This is an optimization exercise on Yosys and OpenROAD, whose aim is small area, not a production implementation.
Function was checked by simulation only, so behaviour that the tests miss may differ from the original.

==> flow/design.v (outline; a module is shown in full before it is edited, if it fits) <==
// module FFT32_pipeline: 76 lines
// module sdf_stage1: 28 lines
// module sdf_stage2: 24 lines
// module sdf_stage3: 39 lines
// module addsub12: 19 lines
// module sdf_stage4: 21 lines
// module sdf_stage5: 18 lines
// module fa_cell: 4 lines
// module ha_cell: 4 lines
// module rca11: 17 lines
// module bfly_raw: 15 lines
// module twiddle_rot: 1007 lines
// module m724g: 141 lines
// module triv_rot: 31 lines
// module bitswap: 15 lines
module FFT32_pipeline (
    input clk,
    input i_rst,
    input signed [10:0] FFTInRe,
    input signed [10:0] FFTInIm,
    input in_valid,
    output signed [10:0] MDCOutUpRe,
    output signed [10:0] MDCOutUpIm,
    output signed [10:0] MDCOutDownRe,
    output signed [10:0] MDCOutDownIm,
    output MDC_out_valid,
    output signed [10:0] FFTOutRe,
    output signed [10:0] FFTOutIm,
    output FFT_out_valid
);
  // ...
==> flow/run.sh <==
#!/bin/bash
# synth_recipe.tcl (not shown) runs the flow's synth.tcl, then flattens the netlist and writes it again
# the make line also repeats each setting of config.mk as NAME=value (left out here)
make -C /OpenROAD-flow-scripts/flow DESIGN_CONFIG=/design/flow/config.mk WORK_HOME=/design/flow/orfs CLKGATE_MAP_FILE= SYNTH_SCRIPT=/design/flow/synth_recipe.tcl finish
==> flow/config.mk <==
export PLATFORM = sky130hd
export DESIGN_NAME = FFT32_pipeline
export DESIGN_NICKNAME = FFT32_pipeline
export VERILOG_FILES = /design/flow/design.v
export SDC_FILE = /design/flow/constraint.sdc
export NUM_CORES = 8
export LEC_CHECK = 0
export CAP_MARGIN = 20
export CORE_MARGIN = 2
export CORE_UTILIZATION = 65
export CTS_BUF_LIST = sky130_fd_sc_hd__clkbuf_8
export CTS_CLUSTER_DIAMETER = 50
export CTS_CLUSTER_SIZE = 16
export GPL_TIMING_DRIVEN = 0
export SLEW_MARGIN = 20
export SYNTH_HIERARCHICAL = 1
==> flow/constraint.sdc <==
create_clock -name core_clock -period 9.0 [get_ports {clk}]
set_input_delay 1.8000 -clock core_clock [delete_from_list [all_inputs] [get_ports {clk}]]
set_output_delay 1.8000 -clock core_clock [all_outputs]
set_load 0.01 [all_outputs]
==> reports/qor.csv, run 1 <==
stage;metric;value;unit
status;outcome;timing/DRC/antenna clean;
setup_path;most used cell, CP;fa_1;
floorplanning;Initial Utilization;65.8;%
layout;total number of sequential cells;1276;
setup_path;critical path class;reg -> reg;
sta;post-layout minimum cycle time;8.84;ns
setup_path;critical path required time;9.66;ns
worst_hold_path;Hold WC Path Type;reg -> reg;
layout;layout multi-input combinational cell count;2592;
sta;Final Hold Viols;0;
floorplanning;DIE WIDTH;292;um
detailed_routing;DRC violations left;0;
sta;Setup TNS;0;ns
flow_run;max-cap violation count;0;
placement;Placed Area;56400;um2
setup_path;Setup crit end kind;flop;
layout;Seq/total area;42.7;%
clock_network;Setup Fix Bufs, Post-CTS;29;
worst_hold_path;Hold Path Depth;0;
yosys;cells after synthesis;4429;
worst_hold_path;hold path start;st2.D[2][4];
global_route;global-route wire length before repair;220000;um
global_route;largest net degree at the start of global routing;18;
layout;Nets;5307;
sta;pins over their slew limit;0;
sta;Worst Hold Slack;0.279;ns
setup_path;critical path endpoint;rot.t2_lo_q[5];
sta;RSZ-0062 raised after global routing;yes;
layout;Reg with most FFs;st1.D;
==> run 2, diff against run 1 <==
--- a/flow/config.mk
+++ b/flow/config.mk
@@ -13,3 +13,2 @@
 export CTS_CLUSTER_SIZE = 16
-export GPL_TIMING_DRIVEN = 0
 export SLEW_MARGIN = 20
==> reports/qor.csv, run 2 <==
stage;metric;value;unit;change
clock_network;CTS sink count;1276;;
layout;Largest register FFs;352;;
status;outcome;timing/DRC/antenna clean;;
floorplanning;DIE WIDTH;292;um;unchanged
detailed_routing;DR vias;33100;;
layout;largest registers;st1.D (352), bs2.D (330), st2.D (176);;
detailed_routing;Antenna Nets Post-Route;0;;
global_route;largest net degree at the start of global routing;67;;+49
layout;most frequent cells in the layout;dfxtp_1 (1267), fa_1 (519), inv_1 (294);;
placement;Placed Area;56000;um2;-0.67%
global_route;antenna violations before repair;4;;
setup_path;crit path launch;cnt[0];;
layout;Reg with most FFs;st1.D;;
worst_hold_path;hold path start;bs2.D[7][3];;
sta;final setup fails;0;;
detailed_routing;starting DRC count in detailed routing;2840;;
yosys;synthesized area;54100;um2;
sta;post-layout minimum cycle time;8.82;ns;-0.0209 ns
sta;FMAX;0.113;GHz;
floorplanning;die footprint;85500;um2;
placement;DP HPWL;102000;um;
layout;Nets;5180;;-2.4%
placement;dpl ws;0.208;ns;
layout;commonest non-fill, non-tap cell in the layout;dfxtp_1;;
sta;Slew @ Worst Pin;1.08;ns;
layout;share of cells above drive strength 1;18.2;%;
global_route;global-route wire length before repair;207000;um;-6.0%
sta;RSZ-0062 raised after global routing;yes;;
setup_path;Arr. time, crit path;7.02;ns;
clock_network;TritonCTS Buffers;105;;
setup_path;critical path required time;7.20;ns;-2.46 ns
worst_hold_path;Hold WC Path Type;reg -> reg;;
sta;pins over their slew limit;0;;unchanged
detailed_routing;DRC violations left;0;;unchanged
floorplanning;row count;105;;
placement;Buffers on Ports;92;;
setup_path;FF-to-FF Start;cnt[0];;
clock_network;clk slew on worst S/H paths;0.09;ns;
sta;Post-Route Skew;0.0585;ns;
yosys;cells after synthesis;4429;;unchanged
setup_path;type of origin of the critical path;flop;;
sta;worst relative slew slack;27.9;%;
global_route;Congestion Overflow GR;0;;
yosys;Syn Nets;5057;;
clock_network;Root Buffer Master;clkbuf_8;;
floorplanning;DIE HEIGHT;292;um;
setup_path;critical path class;reg -> out;;
floorplanning;I/O pins;93;;
sta;Final Hold Viols;0;;unchanged
detailed_routing;DR pass1 iterations;6;;
global_route;GRT Total Usage;32.4;%;
sta;worst setup margin;0.181;ns;
yosys;yosys warns;19;;
floorplanning;Initial Utilization;65.8;%;unchanged
layout;Synth-to-Final Area Change;7.91;%;
setup_path;crit path max fanout;22;;
detailed_routing;final wirelength;136000;um;
detailed_routing;WL/cell;24.0;um;
clock_network;clk latency of the worst-skew pair;0.78;ns;
global_route;vias in the first global route;33700;;
detailed_routing;WL met1;57600;um;
setup_path;Setup crit end kind;output pin;;
clock_network;H-tree depth;3;;
detailed_routing;DR vias/cell;5.84;;
sta;Setup TNS;0;ns;unchanged
detailed_routing;wire length on met3;9160;um;
flow_run;max-cap violation count;0;;unchanged
floorplanning;Core ar.;82200;um2;
clock_network;Longest Clk Path Bufs;3;;
layout;final instance area;58400;um2;
clock_network;CTS tree;yes;;
clock_network;CTS Hold Buffers Added;0;;
placement;GP Congestion;1.03;;
detailed_routing;WL met2;61800;um;
sta;period utilisation layout;98.0;%;
detailed_routing;Max Used Layer;met5;;
yosys;Avg Cell Area, Syn;12.2;um2;
-- run 2: worst paths after layout --
kind / end / slack (ns) / cells after the start
hold reg to reg: bs2.D[8][3] / 0.30 / 0
hold / removal: bs2.D[8][3] / 0.30 / 0
setup reg to reg: rot.t1_lo_q[5] / 0.32 / 27
min in group asynchronous: cnt[0] / 1.43 / 2
max in group asynchronous: cnt[4] / 7.25 / 2
setup / recovery: FFTOutRe[4] / 0.18 / 19
-- run 2: cell type report --
class / instances / area, um2
Multi-Input combinational cell: 2592 / 26000
Tap cell: 1070 / 1340
Clock buffer: 111 / 1530
Antenna cell: 2 / 5.00
Clock inverter: 38 / 440
Sequential cell: 1276 / 25600
Timing Repair Buffer: 278 / 2370
Inverter: 299 / 1130
Fill cell: 5849 / 23900
-- run 2: stage by stage --
step	hold slack (ns)	utilization [%]	std cells
finish	0.296	71.0	5666
global route	0.306	71.0	5665
CTS	0.292	70.7	5648
detailed placement	0.312	68.1	5492
global placement	0.310	68.1	5492
floorplan	0.310	-	4429
-- run 2: what timing repair did --
item,in CTS,in global routing
pin swaps,5,3
resized for setup,60,28
cloned,1,1
endpoints found under the setup margin,42,36
buffers inserted,6,15
-- run 2: worst max-delay path, stage by stage, from the launching register on --
cell	delay [ns]
dfrtp_2	0.43
buf_12	0.16
and2_2	0.17
ha_1	0.18
fa_1	0.39
fa_2	0.36
fa_1	0.39
fa_2	0.36
fa_2	0.36
fa_2	0.37
fa_2	0.36
fa_2	0.36
fa_2	0.39
fa_2	0.39
xor2_4	0.23
buf_6	0.16
o21ai_2	0.12
mux2_4	0.28
mux2_4	0.26
clkdlybuf4s50_1	0.49
-- run 2: per-layer routing --
layer,track usage (%),vias up
met2,50.6,1320
li1,-,14900
met4,15.9,2
met3,5.53,325
met1,44.1,16500
met5,0,-

-- port drivers added, routing unchanged --
The results above use ideal ports. As a check the final layouts listed here were re-extracted and re-timed, cells and wires unchanged. Step 1 sets driving cells, clkbuf_16 on the clock port and buf_2 on the other inputs (assumed; they add their load-dependent delay and slew). Step 2 times the ports against the registers' clock, not the clock port: input delays grow and output delays shrink by t, the midpoint of the rising clock arrivals with the driver on. a / b / c = ideal ports / drivers / drivers and shift; a / b = the first two.
run	t, ns	slack for setup (ns)	hold WS [ns]	worst setup path at the end	latest minus earliest clock arrival (ns)
run 1	0.853	0.160 / 0.110 / 0.160	0.279 / 0.279 / 0.279	register to register	0.085 / 0.085
run 2	0.819	0.181 / 0.113 / 0.317	0.296 / 0.296 / 0.296	register to register	0.062 / 0.062
After both steps every run listed still meets setup and hold.
